Context: an optimization exercise on an open-source flow, tuned for small area. The choices shown serve that exercise and are no tape-out recipe.
RTL that was checked went through simulation tests only; none was proved equivalent to the original.
Power figures rest on the tool's default switching activity, not on a simulated workload.

## CV_LR5_TOP
module CV_LR5_TOP
(
    input CLK,
    input SYS_NRST,
    input UART_RXD,
    output wire UART_TXD,
    output [7:0] LED
);
localparam T_ADD = 3'd1, T_MUL = 3'd5, T_WR = 3'd3, T_ON = 3'd7,
           T_OFF = 3'd6, T_LED = 3'd4, T_ERR = 3'd0;
localparam S_IDLE = 4'd0, S_KW = 4'd1, S_KW1 = 4'd2, S_OP1 = 4'd3,
           S_SP2 = 4'd4, S_OP2 = 4'd5, S_CR = 4'd6, S_LF = 4'd7,
           S_EXEC = 4'd8, S_TX = 4'd9;
reg [9:0] ph;
always @(posedge CLK) ph <= ph + 10'd1;
wire [5:0] p6 = ph[5:0];
wire pass_beg = (p6 == 6'd0);
wire pass_end = (p6 == 6'd63);
reg s1, s2;
always @(posedge CLK) begin
    s1 <= UART_RXD;
    s2 <= s1;
end
localparam RX_ARM = 2'd0, RX_BSY = 2'd1, RX_SKP = 2'd2, RX_RST = 2'd3;
reg [1:0] rxst;
reg [7:0] rsh;
wire rx_smp = (p6 == 6'd62);
always @(posedge CLK, negedge SYS_NRST)
begin
    if (!SYS_NRST) rxst <= RX_RST;
    else if (rx_smp)
        case (rxst)
            RX_ARM:  if (!s2) rxst <= RX_BSY;
            RX_BSY:  if (rsh[0]) rxst <= RX_SKP;      
            default: rxst <= RX_ARM;
        endcase
end
always @(posedge CLK)
begin
    if (rx_smp) begin
  ...
Size in the first run: ~960 cells after synthesis, ~450 flip-flops, roughly 12000 um^2 of cells after synthesis.
Settings: LEC_CHECK=0, CAP_MARGIN=0, CORE_MARGIN=2, CORE_UTILIZATION=70, CTS_BUF_LIST=sky130_fd_sc_hd__clkbuf_8, CTS_CLUSTER_DIAMETER=55, CTS_CLUSTER_SIZE=15, GPL_TIMING_DRIVEN=0, SLEW_MARGIN=0; clock period 15.0 ns.
standard.sh (not shown) runs the stock make flow with config.mk's settings and CLKGATE_MAP_FILE= SYNTH_SCRIPT=/design/flow/synth_recipe.tcl, a recipe that flattens the netlist after the stock synthesis.
==> flow/flow/run.sh <==
#!/bin/bash
set -euo pipefail
cd "$(dirname "$0")/.."
bash standard.sh SYNTH_SCRIPT="$PWD/flow/area_synth.tcl" ADDER_MAP_FILE= \
    "BUFFER_PORTS_ARGS=-buffer_cell sky130_fd_sc_hd__buf_1" finish > flow_make.log 2>&1
==> flow/flow/area_synth.tcl <==
# The standard flow's synthesis script (synth_recipe.tcl, beside flow/), with one change:
# the combinational logic is mapped by ABC with an area-oriented script
# (&deepsyn resynthesis, then area mapping with amap) instead of ORFS's
# delay-driven script with buffering and sizing.  Flip-flop mapping and
# names, and every other step, are those of the standard synthesis.
proc abc {args} {
  set keep [list]
  set skip 0
  foreach a $args {
    if { $skip } { set skip 0; continue }
    if { $a in {-script -constr -D} } { set skip 1; continue }
    lappend keep $a
  }
  yosys abc {*}$keep -script {+strash;&get,-n;&deepsyn,-T,60;&put;dch,-f;amap}
}
source [file join [file dirname [file normalize [info script]]] .. synth_recipe.tcl]
Then changed:
--- a/flow/config.mk
+++ b/flow/config.mk
@@ -11,4 +11,4 @@
 export CTS_BUF_LIST = sky130_fd_sc_hd__clkbuf_8
-export CTS_CLUSTER_DIAMETER = 55
-export CTS_CLUSTER_SIZE = 15
+export CTS_CLUSTER_DIAMETER = 60
+export CTS_CLUSTER_SIZE = 18
 export GPL_TIMING_DRIVEN = 0
After rerunning: The changed run went through all stages and came out clean; worst hold slack hardly moves; register-to-register slack gets better by 0.18 ns; wire length decreases by 2.4%; worst setup slack gets better by 0.18 ns; flip-flop and latch count stays the same; die area is unchanged; final area decreases by 0.72%; global-route usage decreases by 0.39 points; fmax increases by 2.7%; total power decreases by 2.6%; sequential share of layout area increases by 0.53 points.

========
Another version of the RTL of CV_LR5_TOP (not shown whole).
For scale: about 450 flip-flops, roughly 12 I/O pins, ~14000 um^2 of cells after synthesis.
Settings: LEC_CHECK=0, CAP_MARGIN=20, CORE_MARGIN=2, CORE_UTILIZATION=60, CTS_BUF_LIST=sky130_fd_sc_hd__clkbuf_16, CTS_CLUSTER_DIAMETER=80, CTS_CLUSTER_SIZE=25, SLEW_MARGIN=20; clock period 15.0 ns.
run.sh (not shown) runs the stock make flow with config.mk's settings and CLKGATE_MAP_FILE= SYNTH_SCRIPT=/design/flow/synth_recipe.tcl, a recipe that flattens the netlist after the stock synthesis.
Stock flow here: none of the scripts above is used.
The baseline went through all stages and came out clean.
Edit:
Settings changed: CTS_BUF_LIST sky130_fd_sc_hd__clkbuf_16 to sky130_fd_sc_hd__clkbuf_8, CTS_CLUSTER_DIAMETER 80 to 60, CTS_CLUSTER_SIZE 25 to 15.
Clock power fell by 8.3%; clock-buffer cell count rose by 15; worst hold slack degrades by 0.0052 ns.
Edit:
==> flow/flow/run.sh (new file) <==
#!/bin/bash
set -euo pipefail
cd "$(dirname "$0")/.."
bash standard.sh SYNTH_SCRIPT="$PWD/flow/area_synth.tcl" \
    "BUFFER_PORTS_ARGS=-buffer_cell sky130_fd_sc_hd__buf_1" finish > flow_make.log 2>&1
==> flow/flow/area_synth.tcl (new file) <==
# The standard flow's synthesis script (synth_recipe.tcl, beside flow/), with one change:
# the combinational logic is mapped by Yosys's default ABC script, which aims
# at area, instead of ORFS's delay-driven script with buffering and sizing.
# Flip-flop mapping, names and everything else are unchanged.
proc abc {args} {
  set keep [list]
  set skip 0
  foreach a $args {
    if { $skip } { set skip 0; continue }
    if { $a in {-script -constr -D} } { set skip 1; continue }
    lappend keep $a
  }
  yosys abc {*}$keep
}
source [file join [file dirname [file normalize [info script]]] .. synth_recipe.tcl]
==> flow/standard.sh (new file) <==
#!/bin/bash
# synth_recipe.tcl (not shown) runs the flow's synth.tcl, then flattens the netlist and writes it again
# the make line also repeats each setting of config.mk as NAME=value (left out here)
make -C /OpenROAD-flow-scripts/flow DESIGN_CONFIG=/design/flow/config.mk WORK_HOME=/design/flow/orfs CLKGATE_MAP_FILE= SYNTH_SCRIPT=/design/flow/synth_recipe.tcl "${@:-finish}"
Settings changed: CAP_MARGIN 20 to 0, CORE_UTILIZATION 60 to 70, CTS_BUF_LIST sky130_fd_sc_hd__clkbuf_8 to sky130_fd_sc_hd__clkbuf_4, CTS_CLUSTER_DIAMETER 60 to 50, CTS_CLUSTER_SIZE 15 to 10, SLEW_MARGIN 20 to 0.
removed: flow/run.sh
Outcome:
- hold slack degrades by 0.026 ns
- worst setup slack degrades by 0.53 ns
- sequential share of layout area climbs by 2.3 points
- area after synthesis drops by a few percent
- via count climbs by a few percent
- combinational power drops by well over a third
- final cell count drops by a few percent
- cell area drops by a few percent
- count of clock-buffer cells in the layout climbs by 29
- total power drops by a few percent
No functional check of the RTL was part of any run of this note.

[static timing again, ports no longer ideal]
No port has a modelled driver above. Below, the same layouts with a new extraction and two added sets of constraints.
Step 1: set_driving_cell puts a clkbuf_16 on CLK and a buf_2 on each other input, an assumption about the parent block.
Step 2, shift: input delay + t, output delay - t, t = (earliest + latest rising clock arrival at the registers) / 2. This alone moves slack from input paths to output paths.
Slacks: ideal ports / drivers / drivers and shift; pairs: ideal ports / drivers.
run	shift t [ns]	slack for setup (ns)	hold slack, ns	clock arrival spread, ns	worst slew at a driven data input, ns
the first run of note 1	0.596	8.034 / 8.034 / 8.034	0.323 / 0.323 / 0.323	0.037 / 0.036	0.03
the second run of note 1	0.651	8.216 / 8.216 / 8.216	0.321 / 0.321 / 0.321	0.047 / 0.047	0.03
the first run of note 2	0.568	10.412 / 10.364 / 10.046	0.317 / 0.317 / 0.317	0.023 / 0.024	0.03
the second run of note 2	0.585	10.379 / 10.336 / 10.053	0.312 / 0.312 / 0.312	0.035 / 0.035	0.03
the third run of note 2	0.732	9.847 / 9.847 / 9.847	0.285 / 0.285 / 0.285	0.072 / 0.071	0.03
After both steps every run listed still meets setup and hold. The setup slack of the first run of note 2, which loses most, moves by -0.048 ns with the drivers and by -0.366 ns with both steps.
